This design comes from an exercise in tuning for small area and a short achievable clock period on the open sky130 flow, not from production work.
Function was checked by simulation only, so behaviour that the tests miss may differ from the original.

==> flow/design.v (outline; a module is shown in full before it is edited, if it fits) <==
// module MrSimSimulation: 959 lines
// module kmfa: 4 lines
module MrSimSimulation(input clk, input reset,
    input [63:0] io_enq_dat,
    input  io_enq_val,
    output io_enq_rdy,
    output[63:0] io_deq_dat,
    output io_deq_val,
    input  io_deq_rdy
);
  // ...
==> flow/flow/run.sh <==
#!/bin/bash
# Standard synthesis, then the standard layout with the resizer aiming for a setup slack margin,
# small port buffers and a smaller clock tree.
set -euo pipefail
bash standard.sh synth > synth.log 2>&1
bash standard.sh SETUP_SLACK_MARGIN=12.4 BUFFER_PORTS_ARGS='-buffer_cell sky130_fd_sc_hd__buf_1' 'CTS_ARGS=-sink_clustering_enable -repair_clock_nets -dont_use_dummy_load -buf_list sky130_fd_sc_hd__clkbuf_16 -sink_clustering_size 20 -sink_clustering_max_diameter 60' finish > layout.log 2>&1
==> flow/standard.sh <==
#!/bin/bash
# synth_recipe.tcl (not shown) runs the flow's synth.tcl, then flattens the netlist and writes it again
# the make line also repeats each setting of config.mk as NAME=value (left out here)
make -C /OpenROAD-flow-scripts/flow DESIGN_CONFIG=/design/flow/config.mk WORK_HOME=/design/flow/orfs CLKGATE_MAP_FILE= SYNTH_SCRIPT=/design/flow/synth_recipe.tcl "${@:-finish}"
==> flow/config.mk <==
export PLATFORM = sky130hd
export DESIGN_NAME = MrSimSimulation
export DESIGN_NICKNAME = MrSimSimulation
export VERILOG_FILES = /design/flow/design.v
export SDC_FILE = /design/flow/constraint.sdc
export NUM_CORES = 4
export LEC_CHECK = 0
export CAP_MARGIN = 20
export CORE_MARGIN = 2
export CORE_UTILIZATION = 40
export PLACE_DENSITY = 0.6
export SLEW_MARGIN = 20
export SYNTH_HIERARCHICAL = 1
export SYNTH_MINIMUM_KEEP_SIZE = 0
==> flow/constraint.sdc <==
create_clock -name core_clock -period 17.0 [get_ports {clk}]
set_input_delay 3.4000 -clock core_clock [delete_from_list [all_inputs] [get_ports {clk}]]
set_output_delay 3.4000 -clock core_clock [all_outputs]
set_load 0.01 [all_outputs]
==> impl_metrics.toml, run 1 <==
[run_status]
outcome = "no timing/DRC/antenna violations"

[hold_path]
min_to = "p2[2]"
min-delay-start = "p1[2]"

[logic_synthesis]
yosys.area.top_type = "fa_1"
ys_warn_count = 7
synth_area_um2 = 15600
avgSynthCellArea_um2 = 11.6
ys_top_cells_by_area = "fa_1 (25%), dfxtp_1 (18%), edfxtp_1 (14%)"
synth-simple-area-share_pct = 13.3
ys_types = 61
async_flop_share_pct = 0

[critical_path]
crit_required_ps = 17360
worstPathCellList = "buf_4, ha_4, fa_2, nor2b_1, o21ai_1, a21boi_2, o21a_1, nor2_2, o21bai_1, a21oi_1"
r2r_cells = 12
r2r-start = "df4[8]"
worst_ep_arrival_time_ps = 4890
setup.worst_path.end_class = "flop"
rr_endpoint = "e2[14]"

[routing]
drt_iter0_markers = 467
maxUsedRoutingLayer = "met4"
vias = 9527

[layout]
final_layout_size_suffix_gt1_share_pct = 14.6
multi_input_area_um2 = 10300
finalNetCount = 1829
utilization_pct = 45.2
inverters = 112
n_all_buffers = 100
layout_common_cells = "fa_1 (184), and2_1 (171), dfxtp_1 (103)"
num-multi-input-gates = 1006

[grt]
met1_usage_pct = 24.8
grt_start_max_net_pins = 21
grt.busiest_layer = "met2"

[placed_design]
dp_cells = 1938
pre_cts_ws_ps = 11600

[timing]
hold_ws_ps = 329
final-max-slew-violation-count = 0

[floorplanning]
rows = 72
dieHeight_um = 202

[flow_run]
cap_violations = 0
==> run 2: changes to the inputs <==
==> flow/flow/run.sh (replaced) <==
#!/bin/bash
# Standard synthesis, then the standard layout with the resizer aiming for a setup slack margin,
# small port buffers and a smaller clock tree.
set -euo pipefail
bash standard.sh synth > synth.log 2>&1
bash standard.sh SETUP_SLACK_MARGIN=12.5 BUFFER_PORTS_ARGS='-buffer_cell sky130_fd_sc_hd__buf_1' 'CTS_ARGS=-sink_clustering_enable -repair_clock_nets -dont_use_dummy_load -buf_list sky130_fd_sc_hd__clkbuf_16 -sink_clustering_size 30 -sink_clustering_max_diameter 100' finish > layout.log 2>&1
==> run 2 against run 1 <==
- still clean on timing, DRC and antenna
- cell count up 0.41%
- wire length rose by 3.6%
==> impl_metrics.toml, run 2 <==
[grt]
grt_start_max_net_pins = 31
met1_usage_pct = 24.3
grt_use_met3_pct = 1.68
use_met2_pct = 31.7
grt_first_pass_wirelength_mm = 56.9
grt.busiest_layer = "met2"
grt_pass1_vias = 10400
grt_overflow = 0
track_usage_pct = 18.0
antenna_found_initial = 0

[critical_path]
path_delay_family = "adder cells"
r2r-start = "df2[8]"
worst_ep_arrival_time_ps = 4870
critPathKind = "reg2reg"
critPathBufInv = 0
crit_required_ps = 17330
setup.worst_path.end_class = "flop"
cp_max_fo = 5
worstSetupStartpoint = "df2[8]"
slowest_delay_ps = 520
cp_common_cell = "fa_1"
critical-path-slowest-cell = "fa_1"
start_kind = "flop"
worstPathCellList = "nor2b_4, fa_1, fa_1, fa_2, fa_1, fa_1, ha_4, nand3_2, or4b_4, nand4b_1, and2_4, fa_2"

[routing]
drt_first_pass_iters = 5
routed_wirelength_mm = 36.0
vias = 9602
drt_iter0_markers = 463
wire_per_inst_um = 18.2
drc = 0
ant_nets = 0
avgViaCountPerCell = 4.86

[floorplanning]
dieHeight_um = 202
initial_core_util_pct = 40.5
rows = 72
die_area_um2 = 40600
pin_count = 134
core-area_um2 = 38600
dieWidth_um = 202

[logic_synthesis]
yosys.area.top_type = "fa_1"
avgSynthCellArea_um2 = 11.6
synth_edf_count = 72
synth_common_cells = "fa_1 (195), and2_1 (172), dfxtp_1 (144)"
synth.most_common_cell = "fa_1"
synth-main-ff-cell = "dfxtp_1"
post-synth-top-area-fraction_pct = 25.0
ys_ff_latch = 216
ys_warn_count = 7
ys_types = 61
yosysSeqAreaShare_pct = 32.3
syn_inst = 1341
ys_top_cells_by_area = "fa_1 (25%), dfxtp_1 (18%), edfxtp_1 (14%)"
synth_area_um2 = 15600
async_flop_share_pct = 0

[clock_tree]
clk_latency_ps = 480
htree_levels = 1
cts.clk_slew.worst_paths_ps = 110
cts_buffers = 12
clock-root-buffer = "clkbuf_16"
cts.sink_count = 216
cts_tree = "yes"
postCtsHoldBufs = 0
cts_max_path_buffers = 3

[timing]
fmax_mhz = 220
finalSetupTns_ps = 0
hold_viol = 0
setup_viol = 0
final-max-slew-violation-count = 0
slew_headroom_pct = 33.6
hold_ws_ps = 331
rsz0062_at_grt = "yes"
period_minus_slack_ps = 4540
clock_skew_ps = 48.9
fin_crit_sh_pct = 26.7
worst_slew_pin_slew_ps = 996

[run_status]
outcome = "no timing/DRC/antenna violations"

[hold_path]
min-delay-start = "p1[11]"
hp-class = "reg2reg"

[placed_design]
dp_hpwl_mm = 28.5
place.port_buffers = 86
dp_cells = 1938
gp_congestion = 0.862

[layout]
instances_no_fill = 1976
utilization_pct = 46.0
finalNetCount = 1837
syn2layout_area_growth_pct = 13.7
nFillCells = 3564
layout_common_cells = "fa_1 (183), and2_1 (170), inv_1 (96)"
final_layout_size_suffix_gt1_share_pct = 18.0
final_common_cell = "fa_1"
antenna_cells = 0

[flow_run]
cap_violations = 0
==> run 2: per-module statistics from Yosys, one instance, submodules excluded <==
module	area (µm²)	cells inside
MrSimSimulation	12300	1173
kmfa	20.0	1
==> run 2: path summary, 6_finish.rpt <==
check	to	slack, ps	cells after the start
worst max-delay path	e1[14]	12460	12
worst min-delay path	p2[11]	330	0
worst max register to register	e1[14]	12460	12
worst min register to register	p2[11]	330	0
==> run 2: what timing repair did <==
action	in CTS	in global routing
pin swaps	26	42
endpoints found under the setup margin	39	23
buffers inserted	17	9
resized for setup	90	85
==> run 2: cell type report <==
class,instances,area [µm²],share of cell area (%)
multi-input cells,1006,10500,59.0
flip-flops and latches,216,5160,29.1
repair buffers,112,656,3.69
well taps,518,648,3.65
inverters,112,510,2.88
clock buffers,12,300,1.69
==> run 2: cell families (layout without fill, tap and decap cells) <==
| group | after synthesis | count (layout) | share of synthesized area (%) |
|---|---|---|---|
| simple gates | 357 | 357 | 13.3 |
| fa+ha+maj | 328 | 328 | 35.4 |
| flops | 216 | 216 | 32.3 |
| buf+inv | 164 | 236 | 5.10 |
| compound gates | 159 | 159 | 6.57 |
| xor+xnor | 62 | 62 | 3.48 |
| mux | 53 | 53 | 3.83 |
| other cells | 2 | 47 | 0.0481 |
==> run 2: metal layers <==
| metal | up-vias | routed length, µm |
|---|---|---|
| met2 | 153 | 17900 |
| met1 | 4830 | 16300 |
| li1 | 4589 | - |
| met4 | 0 | 619 |
| met5 | - | 0 |
| met3 | 30 | 1150 |
==> run 2: stage by stage <==
step / worst slack [ps] / area [µm²]
floorplan: 12250 / 16200
global placement: 11640 / 16700
detailed placement: 11620 / 16700
CTS: 12390 / 17400
global route: 12340 / 17800
finish: 12460 / 17800
==> run 3: changes to the inputs <==
==> flow/flow/run.sh (replaced) <==
#!/bin/bash
# Standard synthesis, then the standard layout with the resizer aiming for a setup slack margin,
# small port buffers and a smaller clock tree.
set -euo pipefail
bash standard.sh synth > synth.log 2>&1
bash standard.sh SETUP_SLACK_MARGIN=12.3 BUFFER_PORTS_ARGS='-buffer_cell sky130_fd_sc_hd__buf_1' 'CTS_ARGS=-sink_clustering_enable -repair_clock_nets -dont_use_dummy_load -buf_list sky130_fd_sc_hd__clkbuf_16 -sink_clustering_size 30 -sink_clustering_max_diameter 100' finish > layout.log 2>&1
==> run 3 against run 2 <==
- highest routed layer unchanged
- global-route usage fell by 0.31 points
- still clean
- clock skew fell by 4.5 ps
- synthesized cell count did not move
- count of clock-buffer cells in the layout did not move
==> impl_metrics.toml, run 3 <==
[run_status]
outcome = "no timing/DRC/antenna violations"

[critical_path]
critPathKind = "in2reg"
slowest_delay_ps = 370
setup.worst_path.end_class = "flop"
crit_required_ps = 17360
cp_common_cell = "o21ai_1"
start_kind = "input pin"
cp_max_fo = 4
worst_ep_arrival_time_ps = 4950
critical-path-slowest-cell = "fa_2"
worstPathCellList = "buf_2, ha_4, fa_2, nor2b_1, o21ai_1, a21boi_1, o21ai_1, nand2b_1, a21o_1, a21oi_1"

[logic_synthesis]
synth-main-ff-cell = "dfxtp_1"
async_flop_share_pct = 0
synth_edf_count = 72
post-synth-top-area-fraction_pct = 25.0
yosysSeqAreaShare_pct = 32.3
syn_inst = 1341
ys_types = 61
synth.most_common_cell = "fa_1"
synth_area_um2 = 15600
synth_common_cells = "fa_1 (195), and2_1 (172), dfxtp_1 (144)"
ys_warn_count = 7
avgSynthCellArea_um2 = 11.6
ys_top_cells_by_area = "fa_1 (25%), dfxtp_1 (18%), edfxtp_1 (14%)"
ys_ff_latch = 216
yosys.area.top_type = "fa_1"

[grt]
track_usage_pct = 17.7
antenna_found_initial = 0
grt_pass1_vias = 10300
grt_use_met3_pct = 2.38
grt_start_max_net_pins = 31
grt_first_pass_wirelength_mm = 56.0
met1_usage_pct = 24.0
use_met2_pct = 30.4
grt.busiest_layer = "met2"
grt_overflow = 0

[clock_tree]
clk_latency_ps = 480
cts_buffers = 12
cts.clk_slew.worst_paths_ps = 110
cts_max_path_buffers = 3
cts.sink_count = 216
htree_levels = 1
clock-root-buffer = "clkbuf_16"
postCtsHoldBufs = 0
cts_tree = "yes"

[floorplanning]
dieWidth_um = 202
core-area_um2 = 38600
rows = 72
pin_count = 134
die_area_um2 = 40600
initial_core_util_pct = 40.5
dieHeight_um = 202

[routing]
drc = 0
routed_wirelength_mm = 35.1
vias = 9620
avgViaCountPerCell = 4.90
wire_per_inst_um = 17.8
ant_nets = 0
drt_iter0_markers = 547
drt_first_pass_iters = 5

[layout]
final_common_cell = "fa_1"
antenna_cells = 0
final_layout_size_suffix_gt1_share_pct = 11.9
instances_no_fill = 1964
utilization_pct = 44.4
finalNetCount = 1825
syn2layout_area_growth_pct = 9.54
layout_common_cells = "fa_1 (188), and2_1 (171), dfxtp_1 (114)"
nFillCells = 3649
fin_area_um2 = 17100

[timing]
period_minus_slack_ps = 4600
fin_ws_ps = 12400
hold_viol = 0
rsz0062_at_grt = "no"
hold_ws_ps = 302
finalSetupTns_ps = 0
clock_skew_ps = 44.4
final-max-slew-violation-count = 0
slew_headroom_pct = 32.3
setup_viol = 0
fin_crit_sh_pct = 27.0
worst_slew_pin_slew_ps = 1010
fmax_mhz = 217

[hold_path]
hp-class = "reg2reg"

[placed_design]
gp_congestion = 0.831
place_area_um2 = 16600
pre_cts_ws_ps = 11540
dp_hpwl_mm = 28.3
place.port_buffers = 86
dp_cells = 1939

[flow_run]
cap_violations = 0
[run 3: cell counts after synthesis]
No cell type changed its count.
[run 3: cell type report]
cell class	count	area, µm²	share of cell area [%]
clock buffers	12	300	1.76
inverters	112	465	2.72
well taps	518	648	3.79
flip-flops and latches	216	5090	29.8
multi-input cells	1006	10100	59.3
repair buffers	100	448	2.62
[run 3: worst paths after layout]
kind,slack (ps),cells past startpoint,end,startpoint
worst min register to register,300,0,p2[14],p1[14]
worst min-delay path,300,0,p2[14],p1[14]
worst max register to register,12420,12,e1[14],df2[8]
worst max-delay path,12400,10,df4[8],io_enq_dat[48]
[run 3: kinds of logic (layout without fill, tap and decap cells)]
kind of cell / count (synthesis) / in the layout / synth area share, %
simple gates: 357 / 357 / 13.3
fa+ha+maj: 328 / 328 / 35.4
other cells: 2 / 47 / 0.0481
compound gates: 159 / 159 / 6.57
xor+xnor: 62 / 62 / 3.48
flops: 216 / 216 / 32.3
mux: 53 / 53 / 3.83
buf+inv: 164 / 224 / 5.10
[run 3: metal layers]
metal	wire length (µm)	up-vias
li1	-	4558
met1	15800	4858
met2	17200	164
met3	1330	40
met4	686	0
met5	0	-
[run 3: repair_timing]
action / CTS / global route
setup endpoints to repair: 44 / 21
pin swaps: 9 / 12
buffers inserted: 8 / 5
resized for setup: 26 / 46
[run 3: critical path, delay by kind of cell]
family                   cells  cell delay (ps)
adder cells (fa/ha/maj)      2              580
AO/OA/AOI/OAI                5              540
AND/OR/NAND/NOR              2              240
buffers and inverters        1              200
[run 3: modules after synthesis (local to each module, per instance)]
module | area [µm²] | cells inside
kmfa | 20.0 | 1
MrSimSimulation | 12300 | 1173
==> run 4: changes to the inputs <==
==> flow/flow/run.sh (replaced) <==
#!/bin/bash
# Standard synthesis, then the standard layout with the resizer aiming for a setup slack margin,
# small port buffers and a smaller clock tree.
set -euo pipefail
bash standard.sh synth > synth.log 2>&1
bash standard.sh SETUP_SLACK_MARGIN=12.35 BUFFER_PORTS_ARGS='-buffer_cell sky130_fd_sc_hd__buf_1' 'CTS_ARGS=-sink_clustering_enable -repair_clock_nets -dont_use_dummy_load -buf_list sky130_fd_sc_hd__clkbuf_8 -sink_clustering_size 40' finish > layout.log 2>&1
==> run 4 against run 3 <==
- still clean on timing, DRC and antenna
- maximum frequency down 0.19%
- critical path depth rose by 1
- highest routed layer unchanged
- sequential cell count unchanged
- cell area increased by 1.3%
==> impl_metrics.toml, run 4 <==
[layout]
final_common_cell = "fa_1"
finalNetCount = 1846
layout_common_cells = "fa_1 (185), and2_1 (171), dfxtp_1 (110)"
nFillCells = 3674
syn2layout_area_growth_pct = 11.0
instances_no_fill = 1986
final_layout_size_suffix_gt1_share_pct = 13.6
utilization_pct = 45.0
fin_area_um2 = 17300

[placed_design]
gp_congestion = 0.885
place_area_um2 = 16600
pre_cts_ws_ps = 11720
place.port_buffers = 86
dp_cells = 1939
dp_hpwl_mm = 28.0

[timing]
fin_crit_sh_pct = 27.1
hold_viol = 0
hold_ws_ps = 318
fmax_mhz = 217
clock_skew_ps = 41.1
worst_slew_pin_slew_ps = 859
period_minus_slack_ps = 4610
rsz0062_at_grt = "yes"
final-max-slew-violation-count = 0
finalSetupTns_ps = 0
setup_viol = 0
slew_headroom_pct = 42.6
fin_ws_ps = 12390

[logic_synthesis]
ys_types = 61
synth-main-ff-cell = "dfxtp_1"
ys_ff_latch = 216
yosys.area.top_type = "fa_1"
yosysSeqAreaShare_pct = 32.3
synth_xor_area_share_pct = 3.48
synth-simple-area-share_pct = 13.3
async_flop_share_pct = 0
synth.most_common_cell = "fa_1"
yosys-mux-area-fraction_pct = 3.83
synth_area_um2 = 15600
ys_warn_count = 7
avgSynthCellArea_um2 = 11.6
ys_top_cells_by_area = "fa_1 (25%), dfxtp_1 (18%), edfxtp_1 (14%)"
post-synth-top-area-fraction_pct = 25.0
synth_edf_count = 72
synth-compound-area-share_pct = 6.57
syn_inst = 1341
synth_common_cells = "fa_1 (195), and2_1 (172), dfxtp_1 (144)"
synth_fa_ha_area_share_pct = 35.4
synth_top_family_by_area = "adder cells"

[routing]
drt_iter0_markers = 457
maxUsedRoutingLayer = "met4"
drc = 0
wire_per_inst_um = 18.1
vias = 9769
drt_first_pass_iters = 5
wl_met1_mm = 16.3
routed_wirelength_mm = 35.9
avgViaCountPerCell = 4.92
wl_met2_mm = 17.1
ant_nets = 0
wl_met3_mm = 1.72

[grt]
track_usage_pct = 18.3
grt_first_pass_wirelength_mm = 57.2
antenna_found_initial = 1
grt_pass1_vias = 10400
grt_overflow = 0
grt_start_max_net_pins = 20

[critical_path]
crit_required_ps = 17390
cp_max_fo = 2
worst_ep_arrival_time_ps = 5000
setup.worst_path.end_class = "flop"
critPathKind = "in2reg"
start_kind = "input pin"

[floorplanning]
initial_core_util_pct = 40.5
core-area_um2 = 38600
rows = 72
pin_count = 134
dieHeight_um = 202
dieWidth_um = 202
die_area_um2 = 40600

[clock_tree]
cts_max_path_buffers = 3
cts.sink_count = 216
cts_tree = "yes"
cts.clk_slew.worst_paths_ps = 60
htree_levels = 2
clk_latency_ps = 540
postCtsHoldBufs = 0
clock-root-buffer = "clkbuf_8"
cts_buffers = 36

[flow_run]
cap_violations = 0

[run_status]
outcome = "no timing/DRC/antenna violations"

[hold_path]
hp-class = "reg2reg"
==> run 4: cell counts after synthesis <==
Identical to the previous run, type by type.
==> run 4: final cells by class <==
cell class	count	area (µm²)	area share [%]
inverters	112	469	2.71
clock buffers	36	495	2.86
repair buffers	97	428	2.47
flip-flops and latches	216	5100	29.4
multi-input cells	1006	10200	58.8
well taps	518	648	3.74
diodes	1	2.50	0.0144
==> run 4: repair_timing <==
action / CTS / global route
gates resized for setup: 33 / 39
setup buffers: 8 / 2
pin swaps: 13 / 15
endpoints found under the setup margin: 26 / 20
==> run 4: critical path, cell delays in order <==
cell and delay, ps:
buf_1 90, buf_6 150, clkinvlp_4 110, buf_12 150, ha_4 200, a21o_1 160, a21oi_2 160, o21ai_0 100
a21oi_1 210, o21ai_1 110, xor2_1 140
==> run 4: logic make-up (layout without fill, tap and decap cells) <==
logic type | after synthesis | count (layout)
multiplexers | 53 | 53
XOR/XNOR | 62 | 62
adder cells (fa/ha/maj) | 328 | 328
flip-flops | 216 | 216
AO/OA/AOI/OAI | 159 | 159
other | 2 | 48
AND/OR/NAND/NOR | 357 | 357
buffers and inverters | 164 | 245
==> run 4: per-module statistics from Yosys (local to each module, per instance) <==
module	flip-flops and latches	cells	area, µm²
MrSimSimulation	216	1173	12300
kmfa	0	1	20.0
==> run 4: path summary, 6_finish.rpt <==
path	start	endpoint	slack (ps)	depth (start not counted)
min reg2reg	p1[13]	p2[13]	320	0
min	p1[13]	p2[13]	320	0
max	io_enq_dat[49]	df0[7]	12390	11
max reg2reg	df4[8]	e2[14]	12450	12
==> run 4: metal layers <==
| layer | up-vias | GRT usage (%) |
|---|---|---|
| met2 | 230 | 30.3 |
| li1 | 4596 | - |
| met3 | 54 | 2.64 |
| met1 | 4889 | 25.2 |
| met4 | 0 | 4.70 |
| met5 | - | 0 |
==> run 5: changes to the inputs <==
==> flow/flow/run.sh (replaced) <==
#!/bin/bash
# Standard synthesis, then the standard layout with the resizer aiming for a setup slack margin,
# small port buffers and a smaller clock tree.
set -euo pipefail
bash standard.sh synth > synth.log 2>&1
bash standard.sh SETUP_SLACK_MARGIN=12.4 BUFFER_PORTS_ARGS='-buffer_cell sky130_fd_sc_hd__buf_1' 'CTS_ARGS=-sink_clustering_enable -repair_clock_nets -dont_use_dummy_load -buf_list sky130_fd_sc_hd__clkbuf_16 -sink_clustering_size 30 -sink_clustering_max_diameter 100' finish > layout.log 2>&1
==> run 5 against run 4 <==
- synthesized area unchanged
- critical endpoint is now df1[4]
- sequential cell count unchanged
- count of clock-buffer cells in the layout decreased by 25
- wire length is 3.2% lower
- maximum frequency increased by 1.7%
- critical path type unchanged
==> impl_metrics.toml, run 5 <==
[run_status]
outcome = "no timing/DRC/antenna violations"

[timing]
fmax_mhz = 221
final-max-slew-violation-count = 0
rsz0062_at_grt = "yes"
fin_crit_sh_pct = 26.6
clock_skew_ps = 26.9
fin_ws_ps = 12470
slew_headroom_pct = 30.0
finalSetupTns_ps = 0
setup_viol = 0
worst_slew_pin_slew_ps = 1050
period_minus_slack_ps = 4530
hold_ws_ps = 334
hold_viol = 0

[layout]
finalNetCount = 1825
syn2layout_area_growth_pct = 10.6
final_common_cell = "fa_1"
multi_input_area_um2 = 10300
antenna_cells = 0
nFillCells = 3637
layout_common_cells = "fa_1 (186), and2_1 (171), dfxtp_1 (103)"
ff_latch_area_um2 = 5110
final_layout_size_suffix_gt1_share_pct = 14.2

[logic_synthesis]
ys_types = 61
async_flop_share_pct = 0
avgSynthCellArea_um2 = 11.6
post-synth-top-area-fraction_pct = 25.0
ys_top_cells_by_area = "fa_1 (25%), dfxtp_1 (18%), edfxtp_1 (14%)"
synth_edf_count = 72
synth-main-ff-cell = "dfxtp_1"
syn_inst = 1341
synth_common_cells = "fa_1 (195), and2_1 (172), dfxtp_1 (144)"
ys_warn_count = 7
ys_ff_latch = 216
yosys.area.top_type = "fa_1"
synth.most_common_cell = "fa_1"
synth_area_um2 = 15600
yosysSeqAreaShare_pct = 32.3

[clock_tree]
postCtsHoldBufs = 0
cts_max_path_buffers = 3
cts_buffers = 11
cts.sink_count = 216
clk_latency_ps = 470
cts.clk_slew.worst_paths_ps = 110
cts_tree = "yes"
htree_levels = 1
clock-root-buffer = "clkbuf_16"

[placed_design]
pre_cts_ws_ps = 11600
place.port_buffers = 86
dp_hpwl_mm = 27.6
gp_congestion = 0.888

[routing]
vias = 9593
avgViaCountPerCell = 4.88
drt_iter0_markers = 564
wire_per_inst_um = 17.7
routed_wirelength_mm = 34.8
drt_first_pass_iters = 5
ant_nets = 0
drc = 0

[floorplanning]
core-area_um2 = 38600
dieWidth_um = 202
die_area_um2 = 40600
rows = 72
initial_core_util_pct = 40.5
pin_count = 134
dieHeight_um = 202

[critical_path]
cp_max_fo = 2
critPathBufInv = 6
setup.worst_path.end_class = "flop"
worst_ep_arrival_time_ps = 4880
critPathKind = "in2reg"
slowest_delay_ps = 380
worstPathCellList = "buf_2, inv_8, ha_4, fa_2, nor2b_2, o21ai_2, a21boi_2, buf_4, buf_4, buf_4, buf_4, nor2_1"
crit_required_ps = 17350
critical-path-slowest-cell = "fa_2"
path_delay_family = "buffers and inverters"
cp_common_cell = "buf_4"
start_kind = "input pin"

[grt]
grt_first_pass_wirelength_mm = 56.1
antenna_found_initial = 1
grt_pass1_vias = 10300
grt_start_max_net_pins = 31
grt_overflow = 0
track_usage_pct = 17.6

[hold_path]
hp-class = "reg2reg"

[flow_run]
cap_violations = 0
run 5: Yosys stat by module (local to each module, per instance):
module / cell area [µm²] / cells inside
MrSimSimulation: 12300 / 1173
kmfa: 20.0 / 1
run 5: worst paths after layout:
kind	slack (ps)	cells past startpoint	startpoint	endpoint
max	12470	12	io_enq_dat[8]	df1[4]
max reg2reg	12520	12	df4[8]	e2[14]
min reg2reg	330	0	p1[15]	p2[15]
min	330	0	p1[15]	p2[15]
run 5: layout make-up:
class	count	area share, %
multi-input combinational	1006	59.5
timing repair buffer	101	2.83
tap	518	3.75
clock buffer	11	1.59
inverter	112	2.77
sequential	216	29.6
run 5: routing by layer:
metal	track usage, %	part of all wire [%]	wire, µm	vias to the layer above
li1	-	-	-	4569
met1	24.7	46	16200	4824
met2	29.6	48	16600	171
met3	2.09	3.9	1370	29
met4	3.34	1.7	603	0
met5	0	0	0	-
run 5: cells by family after synthesis:
family / Yosys count / synth area share [%]
muxes: 53 / 3.83
and+or+nand+nor: 357 / 13.3
adders and majority gates: 328 / 35.4
buffers and inverters: 164 / 5.10
xor gates and xnor gates: 62 / 3.48
AOI/OAI and AO/OA: 159 / 6.57
other: 2 / 0.0481
DFF: 216 / 32.3
run 5: through the flow:
step | util, % | instance area [µm²] | cells
after floorplan | - | 16100 | 1386
after global placement | 43.1 | 16600 | 1938
after detailed placement | 43.1 | 16600 | 1938
after CTS | 44.3 | 17100 | 1957
after global routing | 44.8 | 17300 | 1964
final | 44.8 | 17300 | 1964
run 5: what timing repair did:
action,CTS,global route
setup buffers,8,7
resized for setup,38,66
setup endpoints to repair,48,42
pin swaps,12,23
==> run 6: changes to the inputs <==
--- a/flow/config.mk
+++ b/flow/config.mk
@@ -7,8 +7,8 @@
 export LEC_CHECK = 0
 export CAP_MARGIN = 20
 export CORE_MARGIN = 2
-export CORE_UTILIZATION = 40
-export PLACE_DENSITY = 0.6
+export CORE_UTILIZATION = 50
+export PLACE_DENSITY = 0.65
 export SLEW_MARGIN = 20
 export SYNTH_HIERARCHICAL = 1
 export SYNTH_MINIMUM_KEEP_SIZE = 0
==> run 6 against run 5 <==
- sequential cell count did not move
- count of clock-buffer cells in the layout grew 1
- via count grew 1.3%
- die area is 20% lower
- global-route usage increased by 4.2 points
- critical endpoint is now e1[14]
- highest routed layer unchanged
==> impl_metrics.toml, run 6 <==
[layout]
final_layout_size_suffix_gt1_share_pct = 13.9
final_common_cell = "fa_1"
finalNetCount = 1822
syn2layout_area_growth_pct = 9.54
layout_common_cells = "fa_1 (187), and2_1 (171), dfxtp_1 (102)"
fin_area_um2 = 17100

[logic_synthesis]
yosysSeqAreaShare_pct = 32.3
post-synth-top-area-fraction_pct = 25.0
avgSynthCellArea_um2 = 11.6
synth-main-ff-cell = "dfxtp_1"
synth.most_common_cell = "fa_1"
ys_types = 61
synth_area_um2 = 15600
ys_ff_latch = 216
syn_inst = 1341
synth_common_cells = "fa_1 (195), and2_1 (172), dfxtp_1 (144)"
ys_warn_count = 7
synth_edf_count = 72
ys_top_cells_by_area = "fa_1 (25%), dfxtp_1 (18%), edfxtp_1 (14%)"
async_flop_share_pct = 0
yosys.area.top_type = "fa_1"

[grt]
grt_overflow = 0
track_usage_pct = 21.8
antenna_found_initial = 2
grt_start_max_net_pins = 31
grt_first_pass_wirelength_mm = 55.5
grt_pass1_vias = 10200

[clock_tree]
clk_latency_ps = 480
htree_levels = 1
cts.sink_count = 216
cts_buffers = 12
cts_max_path_buffers = 3
cts.clk_slew.worst_paths_ps = 110
clock-root-buffer = "clkbuf_16"
cts_tree = "yes"

[routing]
wl_met1_mm = 16.3
wl_met3_mm = 1.75
maxUsedRoutingLayer = "met4"
ant_nets = 0
drc = 0
wire_per_inst_um = 19.0
wl_met2_mm = 16.1
drt_iter0_markers = 561
avgViaCountPerCell = 5.28
vias = 9722
drt_first_pass_iters = 4
routed_wirelength_mm = 34.9

[critical_path]
reg2reg_slack_ps = 12390
start_kind = "flop"
critPathKind = "reg2reg"
cp_common_cell = "fa_1"
worst_ep_arrival_time_ps = 4980
critical-path-slowest-cell = "or4b_4"
cp_max_fo = 5
setup.worst_path.end_class = "flop"
worstPathCellList = "nor2b_2, fa_1, fa_1, fa_2, fa_1, fa_1, ha_4, nand3_2, or4b_4, nand4b_1, and2_4, fa_1"
crit_required_ps = 17370
slowest_delay_ps = 530

[placed_design]
dp_hpwl_mm = 27.5
gp_congestion = 0.871
place_area_um2 = 16500
place.port_buffers = 86

[floorplanning]
rows = 64
dieHeight_um = 181
pin_count = 134
dieWidth_um = 181
core-area_um2 = 30700
initial_core_util_pct = 50.9
die_area_um2 = 32700

[timing]
fin_crit_sh_pct = 27.1
worst_slew_pin_slew_ps = 851
clock_skew_ps = 45.4
rsz0062_at_grt = "yes"
setup_viol = 0
finalSetupTns_ps = 0
hold_viol = 0
period_minus_slack_ps = 4610
final-max-slew-violation-count = 0
slew_headroom_pct = 43.2
fmax_mhz = 217

[hold_path]
hp-class = "reg2reg"

[flow_run]
cap_violations = 0

[run_status]
outcome = "no timing/DRC/antenna violations"
==> run 6: cell counts after synthesis <==
No cell type changed its count.
==> run 6: routing by layer <==
metal | global-route usage (%) | up-vias
li1 | - | 4566
met3 | 2.80 | 40
met1 | 31.5 | 4883
met5 | 0 | -
met2 | 35.1 | 233
met4 | 5.32 | 0
==> run 6: per-module statistics from Yosys (local to each module, per instance) <==
| module | cell area (µm²) | times used | cells inside |
|---|---|---|---|
| MrSimSimulation | 12300 | 1 | 1173 |
| kmfa | 20.0 | 168 | 1 |
==> run 6: metrics by stage <==
stage	hold WS (ps)	instances	util (%)	worst slack [ps]
4_1_cts	337	1834	55.1	12330
2_1_floorplan	310	1386	-	12250
3_3_place_gp	311	1816	53.7	11770
5_1_grt	342	1839	55.8	12300
6_report	335	1840	55.8	12390
3_5_place_dp	312	1816	53.7	11710
==> run 6: area by class of cell <==
cell class	count	area, µm²
multi-input combinational	1006	10200
inverter	112	480
antenna	1	2.50
clock buffer	12	300
sequential	216	5110
timing repair buffer	97	470
tap	396	495
fill	2627	13600
==> run 6: cell families (layout without fill, tap and decap cells) <==
family	Yosys count	count (layout)	share of synthesized area, %
other	2	48	0.0481
multiplexers	53	53	3.83
buffers and inverters	164	221	5.10
flip-flops	216	216	32.3
XOR/XNOR	62	62	3.48
AO/OA/AOI/OAI	159	159	6.57
AND/OR/NAND/NOR	357	357	13.3
adder cells (fa/ha/maj)	328	328	35.4
==> run 6: worst paths after layout <==
kind	endpoint	from	cells past startpoint
hold reg to reg	p2[13]	p1[13]	0
setup / recovery	e1[14]	df2[8]	12
hold / removal	p2[13]	p1[13]	0
setup reg to reg	e1[14]	df2[8]	12
==> run 6: worst max-delay path: cells and delay by family (launching register included) <==
family | cells | cell delay, ps
flip-flops | 1 | 380
AND/OR/NAND/NOR | 5 | 1130
adder cells (fa/ha/maj) | 7 | 2990
==> run 6: repair_timing <==
item / in CTS / in global routing
hold buffers: 0 / 0
setup buffers: 6 / 4
resized for setup: 35 / 69
setup endpoints to repair: 43 / 31
hold endpoints to repair: 0 / 0
pin swaps: 5 / 25

-- re-timing with driven ports --
How much do the figures lean on ideal ports? The routed layouts below were timed once more, with nothing changed but the port constraints.
Step 1 (the two cells are an assumption about what drives the block):
set clk [get_ports {clk}]
set_driving_cell -lib_cell sky130_fd_sc_hd__clkbuf_16 $clk
set_driving_cell -lib_cell sky130_fd_sc_hd__buf_2 [delete_from_list [all_inputs] $clk]
Step 2, shift: input delay + t, output delay - t, t = (earliest + latest rising clock arrival at the registers) / 2. This alone moves slack from input paths to output paths.
a / b / c = ideal / step 1 / step 2; a / b = the first two.
| run | shift t [ns] | slack for setup (ns) | hold slack, ns | worst register clock-pin slew, ns | worst slew at a driven data input, ns |
|---|---|---|---|---|---|
| run 1 | 0.516 | 12.472 / 12.478 / 11.983 | 0.329 / 0.329 / 0.329 | 0.08 / 0.08 | 0.05 |
| run 2 | 0.510 | 12.459 / 12.459 / 11.997 | 0.331 / 0.331 / 0.331 | 0.11 / 0.11 | 0.09 |
| run 3 | 0.504 | 12.402 / 12.403 / 11.919 | 0.302 / 0.302 / 0.302 | 0.11 / 0.11 | 0.05 |
| run 4 | 0.559 | 12.393 / 12.416 / 11.857 | 0.318 / 0.318 / 0.318 | 0.06 / 0.06 | 0.05 |
| run 5 | 0.510 | 12.470 / 12.491 / 11.990 | 0.334 / 0.334 / 0.334 | 0.11 / 0.11 | 0.05 |
| run 6 | 0.508 | 12.388 / 12.388 / 11.947 | 0.335 / 0.335 / 0.335 | 0.11 / 0.11 | 0.13 |
After both steps every run listed still meets setup and hold. The setup slack of run 4, which loses most, moves by +0.023 ns with the drivers and by -0.536 ns with both steps.
